This is an optimization exercise on Yosys and OpenROAD, whose aim is small area, a short achievable clock period and few clock cycles, not a production implementation.
Where RTL was checked, it was by simulation tests only, not by an equivalence proof against the original.

Setup of job 266:
==> flow/design.v <==
`timescale 1ns/10ps
module LBP ( clk, reset, gray_addr, gray_req, gray_ready, gray_data, lbp_addr, lbp_valid, lbp_data, finish);
input   	clk;
input   	reset;
output  [13:0] 	gray_addr;
output reg         	gray_req;
input   	gray_ready;
input   [7:0] 	gray_data;
output reg  [13:0] 	lbp_addr;
output reg  	lbp_valid;
output reg  [7:0] 	lbp_data;
output reg  	finish;
parameter K = 6;               
localparam H = K + 2;          
localparam JW = $clog2(H);
reg [6:0] r, x;                
reg [JW-1:0] j;                
reg [7:0] sr [0:H];            
assign gray_addr = {r, x};
wire colend = (j == 0);
always @(posedge clk or posedge reset) begin
    if (reset) begin
        r <= 7'd1;
        x <= 7'd0;
        j <= 0;
        gray_req <= 1'b0;
        lbp_valid <= 1'b0;
        finish <= 1'b0;
    end else begin
        gray_req <= 1'b1;
        if (colend) begin
            j <= H-1;
            x <= x - 7'd1;
            r <= (x == 7'd0) ? r - 7'd1 : r - (H-1);
        end else begin
            j <= j - 1;
            r <= r + 7'd1;
        end
        lbp_valid <= (j <= H-3) | (r[6:1] == 6'd0);
        finish <= finish | (lbp_valid & (lbp_addr == {7'd126, 7'd1}));
    end
end
function [1:0] cmp2;
    input [7:0] a, b;
    reg [7:0] g, l;
    reg [3:0] g1, l1;
    reg [1:0] g2, l2;
    integer k;
    begin
        g = a & ~b;
        l = ~a & b;
        for (k = 0; k < 4; k = k + 1) begin
            g1[k] = g[2*k+1] | (~l[2*k+1] & g[2*k]);
            l1[k] = l[2*k+1] | (~g[2*k+1] & l[2*k]);
        end
        for (k = 0; k < 2; k = k + 1) begin
            g2[k] = g1[2*k+1] | (~l1[2*k+1] & g1[2*k]);
            l2[k] = l1[2*k+1] | (~g1[2*k+1] & l1[2*k]);
        end
        cmp2[1] = ~(l2[1] | (~g2[1] & l2[0]));
        cmp2[0] = ~(g2[1] | (~l2[1] & g2[0]));
    end
endfunction
wire [7:0] c  = sr[H];
wire [1:0] rdl = cmp2(gray_data, c);
wire [1:0] rlt = cmp2(sr[0], c);
wire [1:0] rul = cmp2(sr[1], c);
wire [1:0] rdn = cmp2(sr[H-1], c);
reg [H:0]   d2;    
reg [H-1:0] d4;    
reg [H-2:0] d7;    
reg         d1;    
wire [7:0] code = {d7[H-2], rdn[1], rdl[1], d4[H-1], rlt[1], d2[H], d1, rul[1]};
wire zero = (r[6:1] == 6'd0) | (x[6:1] == 6'h3f);
integer i;
always @(posedge clk) begin
    sr[0] <= gray_data;
    for (i = 1; i <= H; i = i + 1)
        sr[i] <= sr[i-1];
    d2 <= {d2[H-1:0], rdl[0]};
    d4 <= {d4[H-2:0], rlt[0]};
    d7 <= {d7[H-3:0], rul[0]};
    d1 <= rdn[0];
    lbp_addr <= {r - 7'd1, x + 7'd1};
    lbp_data <= zero ? 8'd0 : code;
end
endmodule
Settings: LEC_CHECK=0, CAP_MARGIN=20, CORE_MARGIN=2, CORE_UTILIZATION=40, SETUP_SLACK_MARGIN=2.3, SLEW_MARGIN=20; clock period 4.0 ns.
standard.sh (not shown) runs the stock make flow with config.mk's settings and CLKGATE_MAP_FILE= SYNTH_SCRIPT=/design/flow/synth_recipe.tcl, a recipe that flattens the netlist after the stock synthesis.
==> flow/flow/run.sh <==
#!/bin/bash
# Standard layout, with the port buffers given as one buffer cell and the
# clock tree built without dummy loads. make's output goes to make.log here.
set -euo pipefail
export BUFFER_PORTS_ARGS="-buffer_cell sky130_fd_sc_hd__buf_2"
export CTS_ARGS="-sink_clustering_enable -repair_clock_nets -dont_use_dummy_load -buf_list sky130_fd_sc_hd__clkbuf_8"
bash standard.sh > make.log 2>&1
In summary, job 266 completed successfully, with a layout that passed the timing, design-rule and antenna checks.
Inputs modified between job 266 and job 7753:
-- flow/design.v --
<<< job 266, line 21
always @(posedge clk or posedge reset) begin
    if (reset) begin
        r <= 7'd1;
        x <= 7'd0;
        j <= 0;
>>> job 7753, line 21
always @(posedge clk or posedge reset) begin
    if (reset) begin
        r <= 7'd0;
        x <= 7'd0;
        j <= 0;
<<< job 266, line 32
            j <= H-1;
            x <= x - 7'd1;
            r <= (x == 7'd0) ? r - 7'd1 : r - (H-1);
        end else begin
            j <= j - 1;
>>> job 7753, line 32
            j <= H-1;
            x <= x - 7'd1;
            r <= (x == 7'd0) ? r - {6'd0, gray_req} : r - (H-1);
        end else begin
            j <= j - 1;
Findings:
- Job 7753: done, clean on timing, DRC and antenna
- Fraction of the mapped netlist area in compound gates for job 7753: 2.2 points down relative to job 266
- Of job 266 and job 7753, the run reporting the lower non-filler instance count after layout was job 7753.
- On post-CTS setup-driven buffer insertion count: job 7753 sits above job 266.
- Diff job 266..job 7753 | clock insertion delay at the later pin of the skew report | negligible
- Net count of the mapped netlist ends up higher on job 266.
- Going from job 266 to job 7753, area added between synthesis and finish grows by 2.2 points.
No run of this note included a check of the RTL's function; only the layout flow was run.


## job 104
LBP, a different RTL version from the one above (not shown whole).
For scale: roughly 350 cells after synthesis, ~4500 sq um of cells after synthesis.
==> module LBP, before the edit <==
module LBP ( clk, reset, gray_addr, gray_req, gray_ready, gray_data, lbp_addr, lbp_valid, lbp_data, finish);
input   	clk;
input   	reset;
output  [13:0] 	gray_addr;
output reg         	gray_req;
input   	gray_ready;
input   [7:0] 	gray_data;
output reg  [13:0] 	lbp_addr;
output reg  	lbp_valid;
output reg  [7:0] 	lbp_data;
output reg  	finish;
parameter K = 6;               
localparam H = K + 2;          
localparam JW = 3;                
reg [6:0] r, x;                
reg [JW-1:0] j;                
reg [7:0] sr [0:H];            
assign gray_addr = {r, x};
wire colend = (j == 0);
always @(posedge clk or posedge reset) begin
    if (reset) begin
        r <= 7'd1;
        x <= 7'd0;
        j <= 0;
        gray_req <= 1'b0;
        lbp_valid <= 1'b0;
        finish <= 1'b0;
    end else begin
        gray_req <= 1'b1;
        if (colend) begin
            j <= H-1;
            x <= x - 7'd1;
            r <= (x == 7'd0) ? r - 7'd1 : r - (H-1);
        end else begin
            j <= j - 1;
            r <= r + 7'd1;
        end
        lbp_valid <= (j <= H-3) | (r[6:1] == 6'd0);
        finish <= finish | (lbp_valid & (lbp_addr == {7'd126, 7'd1}));
    end
end
wire [7:0] c  = sr[H];
wire [1:0] rdl = {gray_data >= c, c >= gray_data};
wire [1:0] rlt = {sr[0] >= c, c >= sr[0]};
wire [1:0] rul = {sr[1] >= c, c >= sr[1]};
wire [1:0] rdn = {sr[H-1] >= c, c >= sr[H-1]};
reg [H:0]   d2;    
reg [H-1:0] d4;    
reg [H-2:0] d7;    
reg         d1;    
wire [7:0] code = {d7[H-2], rdn[1], rdl[1], d4[H-1], rlt[1], d2[H], d1, rul[1]};
wire zero = (r[6:1] == 6'd0) | (x[6:1] == 6'h3f);
integer i;
always @(posedge clk) begin
    sr[0] <= gray_data;
    for (i = 1; i <= H; i = i + 1)
        sr[i] <= sr[i-1];
    d2 <= {d2[H-1:0], rdl[0]};
    d4 <= {d4[H-2:0], rlt[0]};
    d7 <= {d7[H-3:0], rul[0]};
    d1 <= rdn[0];
    lbp_addr <= {r - 7'd1, x + 7'd1};
    lbp_data <= zero ? 8'd0 : code;
end
endmodule
export LEC_CHECK = 0
export CAP_MARGIN = 20
export CORE_MARGIN = 2
export CORE_UTILIZATION = 60
export SETUP_SLACK_MARGIN = 2.2
export SLEW_MARGIN = 20
create_clock -name core_clock -period 4.0 [get_ports {clk}]
==> flow/flow/run.sh <==
#!/bin/bash
# Standard layout, with the port buffers given as one buffer cell and the
# clock tree built without dummy loads. make's output goes to make.log here.
set -euo pipefail
export BUFFER_PORTS_ARGS="-buffer_cell sky130_fd_sc_hd__buf_2"
export CTS_ARGS="-sink_clustering_enable -repair_clock_nets -dont_use_dummy_load -buf_list sky130_fd_sc_hd__clkbuf_8 -root_buf sky130_fd_sc_hd__clkbuf_16"
bash standard.sh > make.log 2>&1
What job 103 does differently from job 104 at the input level:
--- a/flow/design.v
+++ b/flow/design.v
@@ -38,15 +38,36 @@
         end
         lbp_valid <= (j <= H-3) | (r[6:1] == 6'd0);
         finish <= finish | (lbp_valid & (lbp_addr == {7'd126, 7'd1}));
     end
 end
+function [1:0] cmp2;
+    input [7:0] a, b;
+    reg [7:0] g, l;
+    reg [3:0] g1, l1;
+    reg [1:0] g2, l2;
+    integer k;
+    begin
+        g = a & ~b;
+        l = ~a & b;
+        for (k = 0; k < 4; k = k + 1) begin
+            g1[k] = g[2*k+1] | (~l[2*k+1] & g[2*k]);
+            l1[k] = l[2*k+1] | (~g[2*k+1] & l[2*k]);
+        end
+        for (k = 0; k < 2; k = k + 1) begin
+            g2[k] = g1[2*k+1] | (~l1[2*k+1] & g1[2*k]);
+            l2[k] = l1[2*k+1] | (~g1[2*k+1] & l1[2*k]);
+        end
+        cmp2[1] = ~(l2[1] | (~g2[1] & l2[0]));
+        cmp2[0] = ~(g2[1] | (~l2[1] & g2[0]));
+    end
+endfunction
 wire [7:0] c  = sr[H];
-wire [1:0] rdl = {gray_data >= c, c >= gray_data};
-wire [1:0] rlt = {sr[0] >= c, c >= sr[0]};
-wire [1:0] rul = {sr[1] >= c, c >= sr[1]};
-wire [1:0] rdn = {sr[H-1] >= c, c >= sr[H-1]};
+wire [1:0] rdl = cmp2(gray_data, c);
+wire [1:0] rlt = cmp2(sr[0], c);
+wire [1:0] rul = cmp2(sr[1], c);
+wire [1:0] rdn = cmp2(sr[H-1], c);
 reg [H:0]   d2;    
 reg [H-1:0] d4;    
 reg [H-2:0] d7;    
 reg         d1;    
 wire [7:0] code = {d7[H-2], rdn[1], rdl[1], d4[H-1], rlt[1], d2[H], d1, rul[1]};
### Flow results
Note that the non-clock buffer count recorded for job 104 amounts to 1.10 times the value seen in job 103.
Job 103 -> job 104: register-to-register slack flat
Against job 104, job 103 comes in 3.4 points lower on synthesized-area fraction occupied by adder cells.
For job 103, the largest family of logic cells by synthesized area was simple AND/OR/NAND/NOR gates, unlike job 104, where it was adder cells.
Changes observed in job 103 relative to job 104: wire length of the first global-routing pass went up about 10%, pre-CTS setup slack went down 86 ps, area fraction in and, or, nand and nor cells after synthesis went up 1.9 points, horizontal extent of the die went up 0.44 um, time the final worst path needs with I/O delays and setup went up 14 ps.
Relative to job 104, the routed wire length per instance measured on job 103 has increased by a few percent.
Testbench counts of job 103, summed over its fixed seeds: cycles 387,126.
Only the layout flow was run in job 104; the RTL was not checked for function there.

port drivers added, routing unchanged:
Ports are ideal in the flow. The routed layouts listed here were re-timed in OpenROAD.
Step 1 sets driving cells, clkbuf_16 on the clock port and buf_2 on the other inputs (assumed; they add their load-dependent delay and slew).
Step 2 also shifts input and output timing later by t, the mid clock arrival at the registers, as if the neighbouring blocks saw the same clock.
Slacks: no drivers / after step 1 / after step 2; pairs: no drivers / after step 1.
run | t (ns) | setup slack, ns | hold slack, ns | latest minus earliest clock arrival (ns) | worst register clock-pin slew, ns
job 266 | 0.441 | 2.138 / 2.105 / 1.886 | 0.307 / 0.307 / 0.307 | 0.031 / 0.032 | 0.08 / 0.08
job 7753 | 0.448 | 1.767 / 1.767 / 1.767 | 0.313 / 0.313 / 0.313 | 0.037 / 0.036 | 0.08 / 0.08
job 104 | 0.372 | 2.229 / 2.194 / 2.009 | 0.316 / 0.316 / 0.316 | 0.030 / 0.030 | 0.08 / 0.08
job 103 | 0.384 | 2.214 / 2.178 / 1.873 | 0.305 / 0.305 / 0.305 | 0.033 / 0.033 | 0.08 / 0.08
After both steps setup and hold are still met in every run listed. The setup slack of job 103, which loses most, moves by -0.036 ns with the drivers and by -0.341 ns with both steps.
